From an optimization exercise on the open Yosys and OpenROAD flow, aimed at small area, a short achievable clock period and few clock cycles; shortcuts taken in it are not production practice.
Where RTL was checked, it was by simulation tests only, not by an equivalence proof against the original.
Only the layout flow was run in run 2; the RTL was not checked for function there.
Power is estimated from default activity; no workload was simulated.

==> flow/design.v, too long to show whole: its modules and the start of the top module <==
// module fp_mult: 1567 lines
// module fa_cell: 6 lines
// module ha_cell: 6 lines
// module hold_mux: 7 lines
module fp_mult(A, B, clk, reset, C, done, flow);
  // ...
==> flow/flow/run.sh <==
#!/bin/bash
set -o pipefail
export BUFFER_PORTS_ARGS="-buffer_cell sky130_fd_sc_hd__buf_4"
bash standard.sh > standard.log 2>&1
==> flow/standard.sh <==
#!/bin/bash
# synth_recipe.tcl (not shown) runs the flow's synth.tcl, then flattens the netlist and writes it again
# the make line also repeats each setting of config.mk as NAME=value (left out here)
make -C /OpenROAD-flow-scripts/flow DESIGN_CONFIG=/design/flow/config.mk WORK_HOME=/design/flow/orfs CLKGATE_MAP_FILE= SYNTH_SCRIPT=/design/flow/synth_recipe.tcl "${@:-finish}"
==> flow/config.mk <==
export PLATFORM = sky130hd
export DESIGN_NAME = fp_mult
export DESIGN_NICKNAME = fp_mult
export VERILOG_FILES = /design/flow/design.v
export SDC_FILE = /design/flow/constraint.sdc
export NUM_CORES = 4
export LEC_CHECK = 0
export ABC_AREA = 1
export CAP_MARGIN = 20
export CORE_MARGIN = 2
export CORE_UTILIZATION = 45
export SLEW_MARGIN = 20
export SYNTH_HIERARCHICAL = 1
==> flow/constraint.sdc <==
create_clock -name core_clock -period 5.0 [get_ports {clk}]
set_input_delay 1.0000 -clock core_clock [delete_from_list [all_inputs] [get_ports {clk}]]
set_output_delay 1.0000 -clock core_clock [all_outputs]
set_load 0.01 [all_outputs]
==> flow_summary.yaml, run 1 <==
sta:
  tightest_slew_ps: 912
  finalSetupTns_ps: 0
  slew_headroom: 0.392
  final_max_slew_viol_count: 0
run_status:
  status: "no timing/DRC/antenna violations"
critical_path:
  cp_num_cells: 15
  r2r_cells: 2
  worstPathCellList: "buf_4 -> inv_1 -> nor3_1 -> inv_1 -> nand2_1 -> inv_1 -> o22ai_1 -> fa_1 -> fa_1 -> fa_1 -> fa_1 -> fa_1 -> fa_1 -> nand2_1 -> nand2_1"
  r2r_slack_ps: 4370
  startpoint_type: "input port"
  r2r_end: "r_m[21]"
  cp-end-kind: "flip-flop"
  cp_common_cell: "fa_1"
layout:
  fillers: 3946
  multi_input_area_share: 0.735
  layout_commonest_cell: "nand2_1"
  largest_cell_class: "multi-input gates"
  postLayoutCellArea_um2: 20700
  largest_reg_flops: 73
cts:
  cts_buffer_depth: 2
  numCtsBuffers: 9
  post_cts_resize_count: 2
  postCtsSetupRepairBufs: 0
die:
  io_pins: 101
  fp.dieH_um: 207
grt:
  grt_use_total: 0.270
  grt_max_degree: 84
  use_met1: 0.373
  first_global_vias: 16200
synthesis:
  syn_area_um2: 18600
place:
  io_buffers: 99
  gp_congestion: 0.981
routing:
  vias: 16500
  drt_pass1_iterations: 5
power:
  p_clk_frac: 0.060
worst_hold_path:
  hp-class: "flip-flop to flip-flop"
Testbench counts, summed over its fixed seeds: cycles 2,400.
==> run 2, diff against run 1 <==
--- a/flow/design.v
+++ b/flow/design.v
@@ -55,17 +55,18 @@
     wire pp21 = (be0_one & be0_x20) | (be0_two & be0_x19);
     wire pp22 = (be0_one & be0_x21) | (be0_two & be0_x20);
     wire pp23 = (be0_one & be0_x22) | (be0_two & be0_x21);
     wire pp24 = (be0_one & be0_x23) | (be0_two & be0_x22);
     wire pp25 = (be0_one & B[1]) | (be0_two & be0_x23);
     wire be0_sgn = B[1] & ~(B[0] & 1'b0);
     wire pp26 = ~be0_sgn;
     wire pp27 = be0_sgn;
-    wire be1_one = B[2] ^ B[1];
+    wire be1_one;
+    xor_cell u_be1_one (.a(B[2]), .b(B[1]), .y(be1_one));
     wire be1_two = (B[3] & ~B[2] & ~B[1]) | (~B[3] & B[2] & B[1]);
     wire be1_neg = B[3];
     wire be1_x0 = (A[0] ^ B[3]);
     wire be1_x1 = (A[1] ^ B[3]);
     wire be1_x2 = (A[2] ^ B[3]);
     wire be1_x3 = (A[3] ^ B[3]);
     wire be1_x4 = (A[4] ^ B[3]);
     wire be1_x5 = (A[5] ^ B[3]);
@@ -110,17 +111,18 @@
     wire pp48 = (be1_one & be1_x20) | (be1_two & be1_x19);
     wire pp49 = (be1_one & be1_x21) | (be1_two & be1_x20);
     wire pp50 = (be1_one & be1_x22) | (be1_two & be1_x21);
     wire pp51 = (be1_one & be1_x23) | (be1_two & be1_x22);
     wire pp52 = (be1_one & B[3]) | (be1_two & be1_x23);
     wire be1_sgn = B[3] & ~(B[2] & B[1]);
     wire pp53 = ~be1_sgn;
     wire pp54 = be1_sgn;
-    wire be2_one = B[4] ^ B[3];
+    wire be2_one;
+    xor_cell u_be2_one (.a(B[4]), .b(B[3]), .y(be2_one));
     wire be2_two = (B[5] & ~B[4] & ~B[3]) | (~B[5] & B[4] & B[3]);
     wire be2_neg = B[5];
     wire be2_x0 = (A[0] ^ B[5]);
     wire be2_x1 = (A[1] ^ B[5]);
     wire be2_x2 = (A[2] ^ B[5]);
     wire be2_x3 = (A[3] ^ B[5]);
     wire be2_x4 = (A[4] ^ B[5]);
     wire be2_x5 = (A[5] ^ B[5]);
@@ -165,17 +167,18 @@
     wire pp75 = (be2_one & be2_x20) | (be2_two & be2_x19);
     wire pp76 = (be2_one & be2_x21) | (be2_two & be2_x20);
     wire pp77 = (be2_one & be2_x22) | (be2_two & be2_x21);
     wire pp78 = (be2_one & be2_x23) | (be2_two & be2_x22);
     wire pp79 = (be2_one & B[5]) | (be2_two & be2_x23);
     wire be2_sgn = B[5] & ~(B[4] & B[3]);
     wire pp80 = ~be2_sgn;
     wire pp81 = be2_sgn;
-    wire be3_one = B[6] ^ B[5];
+    wire be3_one;
+    xor_cell u_be3_one (.a(B[6]), .b(B[5]), .y(be3_one));
     wire be3_two = (B[7] & ~B[6] & ~B[5]) | (~B[7] & B[6] & B[5]);
     wire be3_neg = B[7];
     wire be3_x0 = (A[0] ^ B[7]);
     wire be3_x1 = (A[1] ^ B[7]);
     wire be3_x2 = (A[2] ^ B[7]);
     wire be3_x3 = (A[3] ^ B[7]);
     wire be3_x4 = (A[4] ^ B[7]);
     wire be3_x5 = (A[5] ^ B[7]);
@@ -220,17 +223,18 @@
     wire pp102 = (be3_one & be3_x20) | (be3_two & be3_x19);
     wire pp103 = (be3_one & be3_x21) | (be3_two & be3_x20);
     wire pp104 = (be3_one & be3_x22) | (be3_two & be3_x21);
     wire pp105 = (be3_one & be3_x23) | (be3_two & be3_x22);
     wire pp106 = (be3_one & B[7]) | (be3_two & be3_x23);
     wire be3_sgn = B[7] & ~(B[6] & B[5]);
     wire pp107 = ~be3_sgn;
     wire pp108 = be3_sgn;
-    wire be4_one = B[8] ^ B[7];
+    wire be4_one;
+    xor_cell u_be4_one (.a(B[8]), .b(B[7]), .y(be4_one));
     wire be4_two = (B[9] & ~B[8] & ~B[7]) | (~B[9] & B[8] & B[7]);
     wire be4_neg = B[9];
     wire be4_x0 = (A[0] ^ B[9]);
     wire be4_x1 = (A[1] ^ B[9]);
     wire be4_x2 = (A[2] ^ B[9]);
     wire be4_x3 = (A[3] ^ B[9]);
     wire be4_x4 = (A[4] ^ B[9]);
     wire be4_x5 = (A[5] ^ B[9]);
@@ -275,17 +279,18 @@
     wire pp129 = (be4_one & be4_x20) | (be4_two & be4_x19);
     wire pp130 = (be4_one & be4_x21) | (be4_two & be4_x20);
     wire pp131 = (be4_one & be4_x22) | (be4_two & be4_x21);
     wire pp132 = (be4_one & be4_x23) | (be4_two & be4_x22);
     wire pp133 = (be4_one & B[9]) | (be4_two & be4_x23);
     wire be4_sgn = B[9] & ~(B[8] & B[7]);
     wire pp134 = ~be4_sgn;
     wire pp135 = be4_sgn;
-    wire be5_one = B[10] ^ B[9];
+    wire be5_one;
+    xor_cell u_be5_one (.a(B[10]), .b(B[9]), .y(be5_one));
     wire be5_two = (B[11] & ~B[10] & ~B[9]) | (~B[11] & B[10] & B[9]);
     wire be5_neg = B[11];
     wire be5_x0 = (A[0] ^ B[11]);
     wire be5_x1 = (A[1] ^ B[11]);
     wire be5_x2 = (A[2] ^ B[11]);
     wire be5_x3 = (A[3] ^ B[11]);
     wire be5_x4 = (A[4] ^ B[11]);
     wire be5_x5 = (A[5] ^ B[11]);
@@ -330,17 +335,18 @@
     wire pp156 = (be5_one & be5_x20) | (be5_two & be5_x19);
     wire pp157 = (be5_one & be5_x21) | (be5_two & be5_x20);
     wire pp158 = (be5_one & be5_x22) | (be5_two & be5_x21);
     wire pp159 = (be5_one & be5_x23) | (be5_two & be5_x22);
     wire pp160 = (be5_one & B[11]) | (be5_two & be5_x23);
     wire be5_sgn = B[11] & ~(B[10] & B[9]);
     wire pp161 = ~be5_sgn;
     wire pp162 = be5_sgn;
-    wire be6_one = B[12] ^ B[11];
+    wire be6_one;
+    xor_cell u_be6_one (.a(B[12]), .b(B[11]), .y(be6_one));
     wire be6_two = (B[13] & ~B[12] & ~B[11]) | (~B[13] & B[12] & B[11]);
     wire be6_neg = B[13];
     wire be6_x0 = (A[0] ^ B[13]);
     wire be6_x1 = (A[1] ^ B[13]);
     wire be6_x2 = (A[2] ^ B[13]);
     wire be6_x3 = (A[3] ^ B[13]);
     wire be6_x4 = (A[4] ^ B[13]);
     wire be6_x5 = (A[5] ^ B[13]);
@@ -385,17 +391,18 @@
     wire pp183 = (be6_one & be6_x20) | (be6_two & be6_x19);
     wire pp184 = (be6_one & be6_x21) | (be6_two & be6_x20);
     wire pp185 = (be6_one & be6_x22) | (be6_two & be6_x21);
     wire pp186 = (be6_one & be6_x23) | (be6_two & be6_x22);
     wire pp187 = (be6_one & B[13]) | (be6_two & be6_x23);
     wire be6_sgn = B[13] & ~(B[12] & B[11]);
     wire pp188 = ~be6_sgn;
     wire pp189 = be6_sgn;
-    wire be7_one = B[14] ^ B[13];
+    wire be7_one;
+    xor_cell u_be7_one (.a(B[14]), .b(B[13]), .y(be7_one));
     wire be7_two = (B[15] & ~B[14] & ~B[13]) | (~B[15] & B[14] & B[13]);
     wire be7_neg = B[15];
     wire be7_x0 = (A[0] ^ B[15]);
     wire be7_x1 = (A[1] ^ B[15]);
     wire be7_x2 = (A[2] ^ B[15]);
     wire be7_x3 = (A[3] ^ B[15]);
     wire be7_x4 = (A[4] ^ B[15]);
     wire be7_x5 = (A[5] ^ B[15]);
@@ -440,17 +447,18 @@
     wire pp210 = (be7_one & be7_x20) | (be7_two & be7_x19);
     wire pp211 = (be7_one & be7_x21) | (be7_two & be7_x20);
     wire pp212 = (be7_one & be7_x22) | (be7_two & be7_x21);
     wire pp213 = (be7_one & be7_x23) | (be7_two & be7_x22);
     wire pp214 = (be7_one & B[15]) | (be7_two & be7_x23);
     wire be7_sgn = B[15] & ~(B[14] & B[13]);
     wire pp215 = ~be7_sgn;
     wire pp216 = be7_sgn;
-    wire be8_one = B[16] ^ B[15];
+    wire be8_one;
+    xor_cell u_be8_one (.a(B[16]), .b(B[15]), .y(be8_one));
     wire be8_two = (B[17] & ~B[16] & ~B[15]) | (~B[17] & B[16] & B[15]);
     wire be8_neg = B[17];
     wire be8_x0 = (A[0] ^ B[17]);
     wire be8_x1 = (A[1] ^ B[17]);
     wire be8_x2 = (A[2] ^ B[17]);
     wire be8_x3 = (A[3] ^ B[17]);
     wire be8_x4 = (A[4] ^ B[17]);
     wire be8_x5 = (A[5] ^ B[17]);
@@ -495,17 +503,18 @@
     wire pp237 = (be8_one & be8_x20) | (be8_two & be8_x19);
     wire pp238 = (be8_one & be8_x21) | (be8_two & be8_x20);
     wire pp239 = (be8_one & be8_x22) | (be8_two & be8_x21);
     wire pp240 = (be8_one & be8_x23) | (be8_two & be8_x22);
     wire pp241 = (be8_one & B[17]) | (be8_two & be8_x23);
     wire be8_sgn = B[17] & ~(B[16] & B[15]);
     wire pp242 = ~be8_sgn;
     wire pp243 = be8_sgn;
-    wire be9_one = B[18] ^ B[17];
+    wire be9_one;
+    xor_cell u_be9_one (.a(B[18]), .b(B[17]), .y(be9_one));
     wire be9_two = (B[19] & ~B[18] & ~B[17]) | (~B[19] & B[18] & B[17]);
     wire be9_neg = B[19];
     wire be9_x0 = (A[0] ^ B[19]);
     wire be9_x1 = (A[1] ^ B[19]);
     wire be9_x2 = (A[2] ^ B[19]);
     wire be9_x3 = (A[3] ^ B[19]);
     wire be9_x4 = (A[4] ^ B[19]);
     wire be9_x5 = (A[5] ^ B[19]);
@@ -550,17 +559,18 @@
     wire pp264 = (be9_one & be9_x20) | (be9_two & be9_x19);
     wire pp265 = (be9_one & be9_x21) | (be9_two & be9_x20);
     wire pp266 = (be9_one & be9_x22) | (be9_two & be9_x21);
     wire pp267 = (be9_one & be9_x23) | (be9_two & be9_x22);
     wire pp268 = (be9_one & B[19]) | (be9_two & be9_x23);
     wire be9_sgn = B[19] & ~(B[18] & B[17]);
     wire pp269 = ~be9_sgn;
     wire pp270 = be9_sgn;
-    wire be10_one = B[20] ^ B[19];
+    wire be10_one;
+    xor_cell u_be10_one (.a(B[20]), .b(B[19]), .y(be10_one));
     wire be10_two = (B[21] & ~B[20] & ~B[19]) | (~B[21] & B[20] & B[19]);
     wire be10_neg = B[21];
     wire be10_x0 = (A[0] ^ B[21]);
     wire be10_x1 = (A[1] ^ B[21]);
     wire be10_x2 = (A[2] ^ B[21]);
     wire be10_x3 = (A[3] ^ B[21]);
     wire be10_x4 = (A[4] ^ B[21]);
     wire be10_x5 = (A[5] ^ B[21]);
@@ -605,17 +615,18 @@
     wire pp291 = (be10_one & be10_x20) | (be10_two & be10_x19);
     wire pp292 = (be10_one & be10_x21) | (be10_two & be10_x20);
     wire pp293 = (be10_one & be10_x22) | (be10_two & be10_x21);
     wire pp294 = (be10_one & be10_x23) | (be10_two & be10_x22);
     wire pp295 = (be10_one & B[21]) | (be10_two & be10_x23);
     wire be10_sgn = B[21] & ~(B[20] & B[19]);
     wire pp296 = ~be10_sgn;
     wire pp297 = be10_sgn;
-    wire be11_one = B[22] ^ B[21];
+    wire be11_one;
+    xor_cell u_be11_one (.a(B[22]), .b(B[21]), .y(be11_one));
     wire be11_two = (1'b1 & ~B[22] & ~B[21]) | (~1'b1 & B[22] & B[21]);
     wire be11_neg = 1'b1;
     wire pp298 = ((be11_one & A[0])) ^ be11_neg;
     wire pp299 = ((be11_one & A[1]) | (be11_two & A[0])) ^ be11_neg;
     wire pp300 = ((be11_one & A[2]) | (be11_two & A[1])) ^ be11_neg;
     wire pp301 = ((be11_one & A[3]) | (be11_two & A[2])) ^ be11_neg;
     wire pp302 = ((be11_one & A[4]) | (be11_two & A[3])) ^ be11_neg;
     wire pp303 = ((be11_one & A[5]) | (be11_two & A[4])) ^ be11_neg;
@@ -1579,8 +1590,13 @@
 endmodule
 module hold_mux(load, q, d, y);
     parameter W = 1;
     input load;
     input [W-1:0] q, d;
     output [W-1:0] y;
     assign y = load ? d : q;
 endmodule
+module xor_cell(a, b, y);
+    input a, b;
+    output y;
+    assign y = a ^ b;
+endmodule
==> flow/config.mk (replaced) <==
export PLATFORM = sky130hd
export DESIGN_NAME = fp_mult
export DESIGN_NICKNAME = fp_mult
export VERILOG_FILES = /design/flow/design.v
export SDC_FILE = /design/flow/constraint.sdc
export NUM_CORES = 4
export LEC_CHECK = 0
export ABC_AREA = 1
export CAP_MARGIN = 20
export CORE_MARGIN = 2
export CORE_UTILIZATION = 40
export SLEW_MARGIN = 20
export SYNTH_HIERARCHICAL = 1
==> flow_summary.yaml, run 2 <==
grt:
  grt_max_degree: 74
  antenna_found_initial: 0
  grt-ovfl-total: 0
  first_global_vias: 17000
  grt_pass1_wl_um: 95300
  grt_use_total: 0.253
synthesis:
  syn_nets: 2890
  syn_inst: 2435
  syn_area_um2: 18700
  avgSynthCellArea_um2: 7.70
  yosysWarningCount: 7
sta:
  fmax_mhz: 210
  fin_hold_ws_ps: 452
  slew_headroom: 0.262
  worst_clock_skew_ps: 0
  tightest_slew_ps: 1110
  finalCritPeriodShare: 0.954
  hold_violations: 0
  final_max_slew_viol_count: 0
  setup_viol_count_final: 0
  min_period_ps: 4770
power:
  p_clk_frac: 0.058
  comb_power_share: 0.847
  leakagePower_nw: 9.68
  total_power_w: 0.0127
  intPower_w: 0.00593
  p_per_area_nw_per_um2: 606
  p_seq_frac: 0.095
  ir_drop_mv: 0.313
  switching_share: 0.532
  p_switching_w: 0.00675
place:
  hpwl_um: 48700
  io_buffers: 99
  gp_congestion: 0.938
  place_area_um2: 20400
critical_path:
  cp-end-kind: "primary output"
  r2r_slack_ps: 4300
  cp_max_fo: 23
  startpoint_type: "flip-flop"
  r2r_end: "r_m[19]"
  slowest_delay_ps: 430
  cp_slowest_cell: "fa_1"
  r2r_cells: 2
  rr_startpoint: "r_m[19]"
  crit_end: "C[9]"
  required_ps: 4000
  criticalPathCategory: "flip-flop to primary output"
  crit_start: "r_m[2]"
  arrival_ps: 3770
  worstPathCellList: "ha_1 -> ha_1 -> inv_1 -> fa_1 -> o21ai_2 -> nand3_1 -> nand2_4 -> nand2_2 -> nand2_4 -> nand2_4 -> nand2_1 -> nand2_1 -> nand2_4 -> inv_2 -> nand2_1 -> nand3_2 -> nor2_4 -> buf_12 -> nand3_1 -> nand2_1 -> buf_4"
layout:
  largestRegisters: "r_m: 73 flops, r_esum: 9 flops, r_sign: 1 flops"
  finalNetCount: 2954
  layout_commonest_cell: "nand2_1"
  multiInputGateArea_um2: 15400
  regArea_um2: 1760
  regMostFlops: "r_m"
  final_cell_mix: "nand2_1, fa_1, xnor2_1, o22ai_1, inv_1"
  largest_reg_flops: 73
  drive_above_1_share: 0.112
  area_growth_pct: 11.6
  fillers: 4678
  final_util: 0.451
  postLayoutCellArea_um2: 20900
  antenna_cells: 0
die:
  io_pins: 101
  rows: 79
  initial_core_util: 0.404
  dieArea_um2: 48600
  core_um2: 46400
  die_x_um: 220
  fp.dieH_um: 220
cts:
  h-tree-depth: 3
  cts_buffer_depth: 2
  cts_tree: "yes"
  clk_latency_ps: 370
  cts-hold-fix-buffers: 0
  cts.sinks: 83
  cts_root_buffer: "clkbuf_16"
  numCtsBuffers: 9
  clkTransAtPathRegs_ps: 70
routing:
  drcViolationCount: 0
  final_antenna_net_count: 0
  wirelength_um: 60400
  drtIter0Drc: 1429
  drt_pass1_iterations: 7
  viasPerCell: 5.50
  wl_per_cell_um: 19.4
  vias: 17100
worst_hold_path:
  hp-class: "flip-flop to flip-flop"
  holdPathStages: 2
job:
  cap_violations: 0
run_status:
  status: "no timing/DRC/antenna violations"
-- run 2: final cells by class --
| type | count | share of cell area |
|---|---|---|
| multi-input combinational | 1947 | 0.737 |
| clock buffer | 13 | 0.0130 |
| inverter | 235 | 0.0422 |
| timing repair buffer | 223 | 0.0853 |
| sequential | 83 | 0.0844 |
| clock inverter | 3 | 0.00215 |
| tap | 607 | 0.0363 |
-- run 2: timing repair --
| action | in CTS | in global routing |
|---|---|---|
| buffers inserted | 0 | 10 |
| resized for setup | 1 | 8 |
| gates cloned | 0 | 3 |
| setup endpoints to repair | 3 | 33 |
| pin swaps | 0 | 4 |
-- run 2: power by group through the flow --
stage	Sequential, W	Clock [W]	Combinational [W]
floorplan	0.00113	0	0.00764
global placement	0.00120	0	0.0103
detailed placement	0.00121	0	0.0105
CTS	0.00120	0.000760	0.0106
global route	0.00123	0.000784	0.0123
finish	0.00120	0.000734	0.0107
-- run 2: layer usage --
metal | vias to the layer above | routed length [µm] | track usage
li1 | 8139 | - | -
met1 | 8164 | 26700 | 0.354
met2 | 719 | 27000 | 0.397
met3 | 97 | 4790 | 0.0425
met4 | 0 | 1880 | 0.0850
met5 | - | 0 | 0
-- run 2: worst min-delay path by stage --
| stage | start | to | slack, ps |
|---|---|---|---|
| after global routing | r_m[65] | r_m[65] | 470 |
| after global placement | r_m[55] | r_m[55] | 430 |
| final | r_m[48] | r_m[48] | 450 |
| after CTS | r_m[55] | r_m[55] | 450 |
| after floorplan | r_m[55] | r_m[55] | 420 |
| after detailed placement | r_m[41] | r_m[41] | 440 |
-- run 2: through the flow --
stage | setup TNS, ps | instances | worst slack (ps)
after floorplan | 0 | 2435 | 12.3
after global placement | 0 | 3082 | 80.8
after global routing | -166 | 3111 | -32.5
final | 0 | 3111 | 230
after CTS | 0 | 3098 | 58.3
after detailed placement | 0 | 3082 | 33.2
-- run 2: critical path: cells and delay by family, from the launching register on --
kind / cells / cell delay [ps]
DFF: 1 / 320
and+or+nand+nor: 13 / 1600
adders and majority gates: 3 / 870
AOI/OAI and AO/OA: 1 / 170
buffers and inverters: 4 / 420

static timing again, ports no longer ideal:
In the flow no input, the clock included, has a driving cell. The finished layouts below were timed again as built, in two steps. Step 1, drivers: a clkbuf_16 drives clk and a buf_2 each remaining input, both assumed. Step 2, shift: input delay + t, output delay - t, t = (earliest + latest rising clock arrival at the registers) / 2. This alone moves slack from input paths to output paths. a / b / c = ideal ports / drivers / drivers and shift; a / b = the first two.
run | t, ns | setup WS [ns] | worst setup path at the end | clock arrival spread, ns
run 1 | 0.404 | 0.224 / 0.195 / -0.149 | input to register | 0.018 / 0.018
run 2 | 0.416 | 0.230 / 0.182 / -0.036 | input to register | 0.016 / 0.015
With both steps, setup timing fails in run 1 and run 2, where it was met with ideal ports. The setup slack of run 1, which loses most, moves by -0.029 ns with the drivers and by -0.373 ns with both steps.
